Background: an optimization exercise with open tools, aiming at small area and a short achievable clock period. Do not read the settings as production practice.
In this exercise RTL edits were held to simulation tests only and were not proved equivalent to the original.
Power figures rest on the tool's default switching activity, not on a simulated workload.

==> run C: inputs <==
// counters
module counters(
input wire sysclk,
input wire foo_card,
input wire wfoo0_baz,
input wire wfoo0_blrb,
input wire wfoo0_zz1pb,
input wire [31:0] wfoo0_turn,
input wire debct_baz,
input wire debct_blrb,
input wire debct_zz1pb,
input wire debct_bar,
input wire [31:0] debct_turn,
input wire Z0_bar,
input wire Z0_baz,
input wire Z0_blrb,
input wire Z0_zz1pb,
input wire [31:0] Z0_turn,
input wire Y1_bar,
input wire Y1_baz,
input wire Y1_blrb,
input wire Y1_zz1pb,
input wire [31:0] Y1_turn,
input wire X2_bar,
input wire X2_baz,
input wire X2_blrb,
input wire X2_zz1pb,
input wire [31:0] X2_turn,
input wire W3_bar,
input wire W3_baz,
input wire W3_blrb,
input wire W3_zz1pb,
input wire [31:0] W3_turn,
output wire Z0_cwm,
output wire [31:0] Z0,
output wire Y1_cwm,
output wire [31:0] Y1,
output wire X2_cwm,
output wire [31:0] X2,
output wire W3_cwm,
output wire [31:0] W3,
output reg wfoo0_cwm,
output wire [31:0] wfoo0_llwln,
output wire debct_cwm,
output reg debct_pull,
output wire [31:0] debct,
output wire wdfilecardA2P
);
  wire debct_exp, z0_exp, y1_exp, x2_exp, w3_exp;
  counters_tmr t_debct(.clk(sysclk), .rst(foo_card), .baz(debct_baz), .blrb(debct_blrb),
    .bar(debct_bar), .zz1pb(debct_zz1pb), .turn(debct_turn), .cnt(debct), .cwm(debct_cwm),
    .expire(debct_exp));
  counters_tmr t_Z0(.clk(sysclk), .rst(foo_card), .baz(Z0_baz), .blrb(Z0_blrb),
    .bar(Z0_bar), .zz1pb(Z0_zz1pb), .turn(Z0_turn), .cnt(Z0), .cwm(Z0_cwm),
    .expire(z0_exp));
  counters_tmr t_Y1(.clk(sysclk), .rst(foo_card), .baz(Y1_baz), .blrb(Y1_blrb),
    .bar(Y1_bar), .zz1pb(Y1_zz1pb), .turn(Y1_turn), .cnt(Y1), .cwm(Y1_cwm),
    .expire(y1_exp));
  counters_tmr t_X2(.clk(sysclk), .rst(foo_card), .baz(X2_baz), .blrb(X2_blrb),
    .bar(X2_bar), .zz1pb(X2_zz1pb), .turn(X2_turn), .cnt(X2), .cwm(X2_cwm),
    .expire(x2_exp));
  counters_tmr t_W3(.clk(sysclk), .rst(foo_card), .baz(W3_baz), .blrb(W3_blrb),
    .bar(W3_bar), .zz1pb(W3_zz1pb), .turn(W3_turn), .cnt(W3), .cwm(W3_cwm),
    .expire(w3_exp));
  reg [31:0] wd_cnt;
  reg wd_armed, wd_mark, wd_a2p;
  wire w_z0_1 = ~wd_cnt[1] & ~wd_cnt[0];
  wire w_z2_3 = ~wd_cnt[3] & ~wd_cnt[2];
  wire w_z4_5 = ~wd_cnt[5] & ~wd_cnt[4];
  wire w_z6_7 = ~wd_cnt[7] & ~wd_cnt[6];
  ...
Settings: LEC_CHECK=0, CAP_MARGIN=20, CORE_MARGIN=2, CORE_UTILIZATION=40, SETUP_SLACK_MARGIN=1.4, SLEW_MARGIN=20, TNS_END_PERCENT=50; clock period 3.3 ns.
standard.sh (not shown) runs the stock make flow with config.mk's settings and CLKGATE_MAP_FILE= SYNTH_SCRIPT=/design/flow/synth_recipe.tcl, a recipe that flattens the netlist after the stock synthesis.
==> flow/flow/run.sh <==
#!/bin/bash
# The standard layout (standard.sh), with these changes:
#  - port buffers use the smallest buffer cell (buf_1) instead of the default choice;
#  - if flow/dont_use.txt exists, it replaces the platform's don't-use list
#    (it repeats the platform's list and adds slow wide OR/NOR cells);
#  - if flow/abc.script exists, synthesis is synth_recipe.tcl unchanged except that
#    Yosys's abc call runs that ABC script (flow/synth.tcl);
#  - if flow/post_gpl.tcl exists, it runs after global placement (sizes output port buffers);
#  - each line of flow/make_args.txt (if it exists) is passed to make as VAR=value.
set -uo pipefail
export BUFFER_PORTS_ARGS="-buffer_cell sky130_fd_sc_hd__buf_1"
args=()
if [[ -s flow/dont_use.txt ]]; then
  args+=("DONT_USE_CELLS=$(tr '\n' ' ' < flow/dont_use.txt)")
fi
if [[ -s flow/abc.script ]]; then
  export MY_ABC_SCRIPT="$PWD/flow/abc.script"
  args+=("SYNTH_SCRIPT=$PWD/flow/synth.tcl")
fi
if [[ -s flow/post_gpl.tcl ]]; then
  export POST_GLOBAL_PLACE_TCL="$PWD/flow/post_gpl.tcl"
fi
if [[ -s flow/make_args.txt ]]; then
  while IFS= read -r line; do
    [[ -n "$line" ]] && args+=("$line")
  done < flow/make_args.txt
fi
printf '%s\n' "${args[@]}" > run_args.log
bash standard.sh "${args[@]}" finish > standard.log 2>&1
==> flow/flow/abc.script <==
&get -n
&st
&dch
&nf -p
&put
buffer -c
topo
stime -c
upsize -c
dnsize -c
==> flow/flow/synth.tcl <==
proc synth {args} { yosys synth -nofsm -noshare {*}$args }
if { [info exists ::env(MY_ABC_SCRIPT)] } {
  proc abc {args} {
    set i [lsearch -exact $args -script]
    if { $i >= 0 } { set args [lreplace $args [expr {$i+1}] [expr {$i+1}] $::env(MY_ABC_SCRIPT)] }
    puts "abc override: $args"
    yosys abc {*}$args
  }
}
source $::env(SCRIPTS_DIR)/synth.tcl
# left out here: clear keep_hierarchy, flatten, clean up, hide names made inside functions, write 1_2_yosys.v
Other scripts of this flow, unchanged in this note and not shown: flow/flow/dont_use.txt, flow/flow/make_args.txt
==> run Y: changes against run C <==
==> flow/flow/run.sh (replaced) <==
#!/bin/bash
# The standard layout (standard.sh), with these changes:
#  - port buffers use the smallest buffer cell (buf_1) instead of the default choice;
#  - if flow/dont_use.txt exists, it replaces the platform's don't-use list
#    (it repeats the platform's list and adds slow wide OR/NOR cells);
#  - each line of flow/make_args.txt (if it exists) is passed to make as VAR=value.
set -uo pipefail
export BUFFER_PORTS_ARGS="-buffer_cell sky130_fd_sc_hd__buf_1"
args=()
if [[ -s flow/dont_use.txt ]]; then
  args+=("DONT_USE_CELLS=$(tr '\n' ' ' < flow/dont_use.txt)")
fi
if [[ -s flow/make_args.txt ]]; then
  while IFS= read -r line; do
    [[ -n "$line" ]] && args+=("$line")
  done < flow/make_args.txt
fi
printf '%s\n' "${args[@]}" > run_args.log
bash standard.sh "${args[@]}" finish > standard.log 2>&1
Settings changed: SETUP_SLACK_MARGIN 1.4 to 1.45, TNS_END_PERCENT 50 to default.
removed: flow/flow/abc.script
removed: flow/flow/synth.tcl
==> qor summary <==
| quantity | run C | run Y |
|---|---|---|
| Share of cell area taken by flip-flops and latches | 38.1% | 35.9% |
| Run status | timing/DRC/antenna clean | timing/DRC/antenna clean |
| Max Fclk | 539 MHz | 538 MHz |
| Met2 GRT Util | 37.8% | 39.1% |
| Die Ht | 173 um | 176 um |
| Adder-cell share of the synthesized area | 0.656% | 0.637% |
| Slew margin rel. | 50.4% | 54.6% |
| Post-layout worst setup margin | 1.44 ns | 1.44 ns |
| Worst-Margin Slew | 0.744 ns | 0.680 ns |
| Count of cell types in the netlist | 47 | 45 |
| Area Overhead vs Synth | 21.9% | 25.5% |
| Setup crit start | t_debct.cnt[18]$_DFF_PP0_ | t_W3.cnt[5]$_DFF_PP0_ |
| Final-layout fill cell count | 2892 | 2887 |
| Final worst-path cycle share | 56.3% | 56.3% |
| Startpoint of the lowest-slack register-to-register path | t_debct.cnt[2]$_DFF_PP0_ | t_X2.cnt[16]$_DFF_PP0_ |
| Dpl cells | 2105 | 2148 |
| Initial DRC Count | 729 | 664 |
| Post-CTS Setup Repair Bufs | 1 | 8 |
| Internal Dissipation | 0.00408 W | 0.00410 W |
| Met2 routed wirelength | 16700 um | 17800 um |
| Leak pwr | 5.45 nW | 5.82 nW |
| Fraction of area in multi-input gates | 42.9% | 43.7% |
| Met3 Wirelength | 2340 um | 2720 um |
| Multiplexer share of the synthesized area | 0.0875% | 1.06% |
| Area fraction of the dominant cell type after synthesis | 46.4% | 45.0% |

==> separate check: timing with driven ports <==
No port has a modelled driver above. Below, the same layouts with a new extraction and two added sets of constraints.
Step 1 assumes that a clkbuf_16 drives the clock port and a buf_2 every other input.
Step 2 moves the port delays by t, midway between the first and last clock arrival at a register: inputs arrive t later, outputs are due t later. That takes back most of the time a late clock gives input paths.
a / b / c = no drivers / after step 1 / after step 2; a / b = the first two.
| run | t (ns) | setup WS [ns] | worst hold slack (ns) | worst register clock-pin slew, ns |
|---|---|---|---|---|
| run C | 0.521 | 1.443 / 1.393 / 1.149 | 0.334 / 0.330 / 0.494 | 0.09 / 0.09 |
| run Y | 0.523 | 1.442 / 1.393 / 1.071 | 0.344 / 0.338 / 0.518 | 0.09 / 0.09 |
After both steps every run listed still meets setup and hold. For run Y, which loses most, drivers alone change the setup slack by -0.049 ns; drivers and shift together by -0.371 ns.
